Background: an optimization exercise with open tools, aiming at small area. Do not read the settings as production practice. At most, simulation tests tie the RTL to the original design; equivalence was not proved.

## old
==> module MixDelta, before the edit <==
module MixDelta(x, y);
   input  [31:0] x;
   output [31:0] y;
   wire [7:0] a0 = x[31:24], a1 = x[23:16], a2 = x[15:8], a3 = x[7:0];
   wire [7:0] s01 = a0 ^ a1, s12 = a1 ^ a2, s23 = a2 ^ a3;
   wire [7:0] t = s01 ^ s23;
   wire [7:0] xt = xtime(t);
   assign y[31:24] = xtime(s01) ^ t;
   assign y[23:16] = xtime(s12) ^ t;
   assign y[15: 8] = y[31:24] ^ xt;
   assign y[ 7: 0] = y[23:16] ^ xt;
   function [7:0] xtime;
      input [7:0] v;
      xtime = {v[6:0], 1'b0} ^ (v[7] ? 8'h1b : 8'h00);
   endfunction
endmodule
==> flow/config.mk <==
export PLATFORM = sky130hd
export DESIGN_NAME = AES_Composite_enc
export DESIGN_NICKNAME = AES_Composite_enc
export VERILOG_FILES = /design/flow/design.v
export SDC_FILE = /design/flow/constraint.sdc
export NUM_CORES = 4
export LEC_CHECK = 0
export CAP_MARGIN = 20
export CORE_MARGIN = 2
export CORE_UTILIZATION = 65
export SLEW_MARGIN = 20
==> flow/constraint.sdc <==
create_clock -name core_clock -period 14.0 [get_ports {CLK}]
set_input_delay 2.8000 -clock core_clock [delete_from_list [all_inputs] [get_ports {CLK}]]
set_output_delay 2.8000 -clock core_clock [all_outputs]
set_load 0.01 [all_outputs]
standard.sh (not shown) runs the stock make flow with config.mk's settings and CLKGATE_MAP_FILE= SYNTH_SCRIPT=/design/flow/synth_recipe.tcl, a recipe that flattens the netlist after the stock synthesis.
==> flow/flow/run.sh <==
#!/bin/bash
# Layout flow: the standard ORFS flow (standard.sh) with
#  - synthesis: the standard script, but abc maps for area (flow/abc_area.script)
#  - port buffers: buf_1 instead of the resizer's default pick
#  - CTS: clkbuf_4 buffers, no dummy loads
set -euo pipefail
W=$PWD
export MY_ABC_SCRIPT=$W/flow/abc_area.script
export FLOW_SYNTH_TCL=$W/synth_recipe.tcl
export BUFFER_PORTS_ARGS="-buffer_cell sky130_fd_sc_hd__buf_1"
export CTS_ARGS="-sink_clustering_enable -repair_clock_nets -dont_use_dummy_load -buf_list sky130_fd_sc_hd__clkbuf_8 -sink_clustering_size 15 -sink_clustering_max_diameter 70"
bash standard.sh SYNTH_SCRIPT=$W/flow/my_synth.tcl finish > $W/flow_make.log 2>&1
==> flow/flow/abc_area.script <==
strash
dch
amap -F 10 -A 10
topo
==> flow/flow/my_synth.tcl <==
proc abc {args} {
  set i [lsearch -exact $args -script]
  if {$i >= 0} { lset args [expr {$i+1}] $::env(MY_ABC_SCRIPT) }
  puts "abc (area script): $args"
  yosys abc {*}$args
}
source $::env(FLOW_SYNTH_TCL)
old: full flow OK, the timing, DRC and antenna checks passed
Input changes introduced in new (baseline for comparison: old):
diff --git a/flow/design.v b/flow/design.v
--- a/flow/design.v
+++ b/flow/design.v
@@ -241,17 +241,16 @@
 endmodule
 module MixDelta(x, y);
    input  [31:0] x;
    output [31:0] y;
    wire [7:0] a0 = x[31:24], a1 = x[23:16], a2 = x[15:8], a3 = x[7:0];
-   wire [7:0] s01 = a0 ^ a1, s12 = a1 ^ a2, s23 = a2 ^ a3;
+   wire [7:0] s01 = a0 ^ a1, s12 = a1 ^ a2, s23 = a2 ^ a3, s30 = a3 ^ a0;
    wire [7:0] t = s01 ^ s23;
-   wire [7:0] xt = xtime(t);
    assign y[31:24] = xtime(s01) ^ t;
    assign y[23:16] = xtime(s12) ^ t;
-   assign y[15: 8] = y[31:24] ^ xt;
-   assign y[ 7: 0] = y[23:16] ^ xt;
+   assign y[15: 8] = xtime(s23) ^ t;
+   assign y[ 7: 0] = xtime(s30) ^ t;
    function [7:0] xtime;
       input [7:0] v;
       xtime = {v[6:0], 1'b0} ^ (v[7] ? 8'h1b : 8'h00);
    endfunction
 endmodule
new vs. old: post-route core utilization has remained practically unchanged; CTS clock-pin slew for the worst setup and hold paths closely matched the old numbers; via count rose about 1.3%; buffer count excluding the clock tree in the final layout decreased by about 1.5% relative to the old numbers; worst hold slack now sits higher.


AES_Composite_enc, a different RTL version from the one above (not shown whole).
Size in the first run: about 4100 cells after synthesis, ~35000 sq um of cells after synthesis.
clock: 14.0 ns
lec_check: 0
cap_margin: 20
core_margin: 2
core_utilization: 65
slew_margin: 20
==> flow/flow/run.sh <==
#!/bin/bash
# Layout flow: the standard ORFS flow (standard.sh) with
#  - synthesis: the standard script, but abc maps for area (flow/abc_area.script),
#    except the Collatz adder (kept as a module until the final flatten), which is
#    mapped with flow/abc_fast.script for delay
#  - port buffers: buf_1 instead of the resizer's default pick
#  - CTS: clkbuf_8 buffers, clusters of up to 15 sinks within 70 um, no dummy loads
# The make output goes to flow_make.log; ORFS writes each step's log under orfs/logs/.
set -euo pipefail
W=$PWD
export MY_ABC_SCRIPT=$W/flow/abc_area.script
export MY_ABC_FAST_SCRIPT=$W/flow/abc_fast.script
export SYNTH_KEEP_MODULES="bk_add32"
export FLOW_SYNTH_TCL=$W/synth_recipe.tcl
export BUFFER_PORTS_ARGS="-buffer_cell sky130_fd_sc_hd__buf_1"
export CTS_ARGS="-sink_clustering_enable -repair_clock_nets -dont_use_dummy_load -buf_list sky130_fd_sc_hd__clkbuf_8 -sink_clustering_size 15 -sink_clustering_max_diameter 70"
bash standard.sh SYNTH_SCRIPT=$W/flow/my_synth.tcl finish > $W/flow_make.log 2>&1
==> flow/flow/abc_fast.script <==
strash
dch
map -a
topo
==> flow/flow/my_synth.tcl <==
proc abc {args} {
  set i [lsearch -exact $args -script]
  set fast_args $args
  lset fast_args [expr {$i+1}] $::env(MY_ABC_FAST_SCRIPT)
  set area_args $args
  lset area_args [expr {$i+1}] $::env(MY_ABC_SCRIPT)
  puts "abc (fast script) on $::env(SYNTH_KEEP_MODULES)"
  yosys abc {*}$fast_args {*}$::env(SYNTH_KEEP_MODULES)
  puts "abc (area script) on the rest"
  yosys abc {*}$area_args
}
source $::env(FLOW_SYNTH_TCL)
Scripts as last shown in full above: flow/flow/abc_area.script
Then changed:
--- a/flow/design.v
+++ b/flow/design.v
@@ -32,40 +32,27 @@
    wire [6:0] pinc = p79 ? 7'd0 : p + 7'd1;
    wire st0 = sv & (sq == 7'd0);            
    wire idle = (cnt == 3'd0);
    wire h = on & idle;
    wire ev = p8 | (p72 & ~st0);
    wire act = ~p0 | sel;                    
    wire i7 = i[7];
-   reg  [7:0] ahi, anx;
-   reg  [7:0] alo;
+   reg  [15:0] a;
    always @(*) begin
       case (1'b1)
-        i[0]: ahi = dat[127:120];
-        i[1]: ahi = dat[111:104];
-        i[2]: ahi = dat[95:88];
-        i[3]: ahi = dat[79:72];
-        i[4]: ahi = dat[63:56];
-        i[5]: ahi = dat[47:40];
-        i[6]: ahi = dat[31:24];
-        default: ahi = dat[15:8];
+        i[0]: a = dat[127:112];
+        i[1]: a = dat[111:96];
+        i[2]: a = dat[95:80];
+        i[3]: a = dat[79:64];
+        i[4]: a = dat[63:48];
+        i[5]: a = dat[47:32];
+        i[6]: a = dat[31:16];
+        default: a = dat[15:0];
       endcase
    end
-   always @(*) begin
-      case (1'b1)
-        i[0]: anx = dat[103:96];
-        i[1]: anx = dat[87:80];
-        i[2]: anx = dat[71:64];
-        i[3]: anx = dat[55:48];
-        i[4]: anx = dat[39:32];
-        i[5]: anx = dat[23:16];
-        default: anx = dat[7:0];
-      endcase
-   end
-   wire [15:0] a = {ahi, alo};
    wire [15:0] sb;
    masoleh sbd (a, sb);
    wire [127:0] key_d = (EN & Krdy) ? Kin : key;    
    wire         rsel = EN & (Krdy | (p0 & ~on));
    wire [127:0] rkd = rsel ? key_d : rkey;
    wire [15:0]  ks;
    reg  [15:0]  kc;
@@ -79,34 +66,27 @@
    wire [127:0] rkey_next = {w0, w1, w2, w3};
    wire [127:0] sub = {sh, sb};
    wire [127:0] rs = {sub[127:120], sub[87:80],  sub[47:40],  sub[7:0],
                       sub[95:88],   sub[55:48],  sub[15:8],   sub[103:96],
                       sub[63:56],   sub[23:16],  sub[111:104],sub[71:64],
                       sub[31:24],   sub[119:112],sub[79:72],  sub[39:32]};
    wire [127:0] dl;
-   MixDelta mc0 (rs[127:96], ~sel, dl[127:96]);
-   MixDelta mc1 (rs[95:64],  ~sel, dl[95:64]);
-   MixDelta mc2 (rs[63:32],  ~sel, dl[63:32]);
-   MixDelta mc3 (rs[31:0],   ~sel, dl[31:0]);
-   wire [127:0] dat_next = rs ^ dl ^ rkey_next;
+   MixDelta mc0 (rs[127:96], dl[127:96]);
+   MixDelta mc1 (rs[95:64],  dl[95:64]);
+   MixDelta mc2 (rs[63:32],  dl[63:32]);
+   MixDelta mc3 (rs[31:0],   dl[31:0]);
+   wire [127:0] dat_next = rs ^ (dl & {128{~sel}}) ^ rkey_next;
    assign Dout = dat;
    always @(posedge CLK) begin
       if (EN) begin
          if (Drdy) dat <= Din ^ Kin;
          else if (i7 && act) dat <= dat_next;
       end
    end
    always @(posedge CLK) begin
-      if (EN) begin
-         if (Drdy) alo <= Din[119:112] ^ Kin[119:112];
-         else if (i7) alo <= act ? dat_next[119:112] : dat[119:112];
-         else if (!p0) alo <= anx;
-      end
-   end
-   always @(posedge CLK) begin
       if (EN && !Drdy && !i7 && !p0 && (|i[6:0])) sh <= {sh[95:0], sb};
    end
    always @(posedge CLK or posedge rst) begin
       if (rst) key <= 128'h0;
       else key <= key_d;
    end
    always @(posedge CLK) begin
@@ -224,23 +204,20 @@
       else if (x % 8 == 7) assign C[x] = G3[x] | (P3[x] & C[x-8]);
       else if (x % 4 == 3) assign C[x] = G2[x] | (P2[x] & C[x-4]);
       else if (x % 2 == 1) assign C[x] = G1[x] | (P1[x] & C[x-2]);
       else assign C[x] = gi[x] | (pi[x] & C[x-1]);
    end endgenerate
    assign sum = p0 ^ {C[30:0], cin};
 endmodule
-module MixDelta(x, m, y);
+module MixDelta(x, y);
    input  [31:0] x;
-   input         m;
    output [31:0] y;
    wire [7:0] a0 = x[31:24], a1 = x[23:16], a2 = x[15:8], a3 = x[7:0];
-   wire [7:0] mm = {8{m}};
-   wire [7:0] s01 = (a0 ^ a1) & mm;
-   wire [7:0] s12 = (a1 ^ a2) & mm;
-   wire [7:0] t = (a0 ^ a1 ^ a2 ^ a3) & mm;
+   wire [7:0] s01 = a0 ^ a1, s12 = a1 ^ a2, s23 = a2 ^ a3;
+   wire [7:0] t = s01 ^ s23;
    wire [7:0] xt = xtime(t);
    assign y[31:24] = xtime(s01) ^ t;
    assign y[23:16] = xtime(s12) ^ t;
    assign y[15: 8] = y[31:24] ^ xt;
    assign y[ 7: 0] = y[23:16] ^ xt;
    function [7:0] xtime;
       input [7:0] v;
After rerunning: The changed run completed without violations. Wire length went up by 7.3%. Hold slack degrades by 0.0075 ns. Cell count went up by 2.9%. Final area went up by 2.0%. Die area went down by 0.62%.
No run of this note included a check of the RTL's function; only the layout flow was run.

[static timing again, ports no longer ideal]
In the flow no input, the clock included, has a driving cell. The finished layouts below were timed again as built, in two steps.
Step 1 (the two cells are an assumption about what drives the block):
set clk [get_ports {CLK}]
set_driving_cell -lib_cell sky130_fd_sc_hd__clkbuf_16 $clk
set_driving_cell -lib_cell sky130_fd_sc_hd__buf_2 [delete_from_list [all_inputs] $clk]
Step 2 also shifts input and output timing later by t, the mid clock arrival at the registers, as if the neighbouring blocks saw the same clock.
Three values: ideal, step 1, step 2; two values: the first two.
run	shift t [ns]	slack for setup (ns)	latest minus earliest clock arrival (ns)
old	0.732	0.538 / 0.474 / 0.384	0.125 / 0.125
new	0.752	0.654 / 0.591 / 0.218	0.109 / 0.108
the first run of note 2	0.727	0.791 / 0.732 / 0.811	0.074 / 0.074
the second run of note 2	0.745	0.698 / 0.638 / 1.111	0.079 / 0.080
After both steps setup and hold are still met in every run listed. The setup slack of new, which loses most, moves by -0.063 ns with the drivers and by -0.436 ns with both steps.
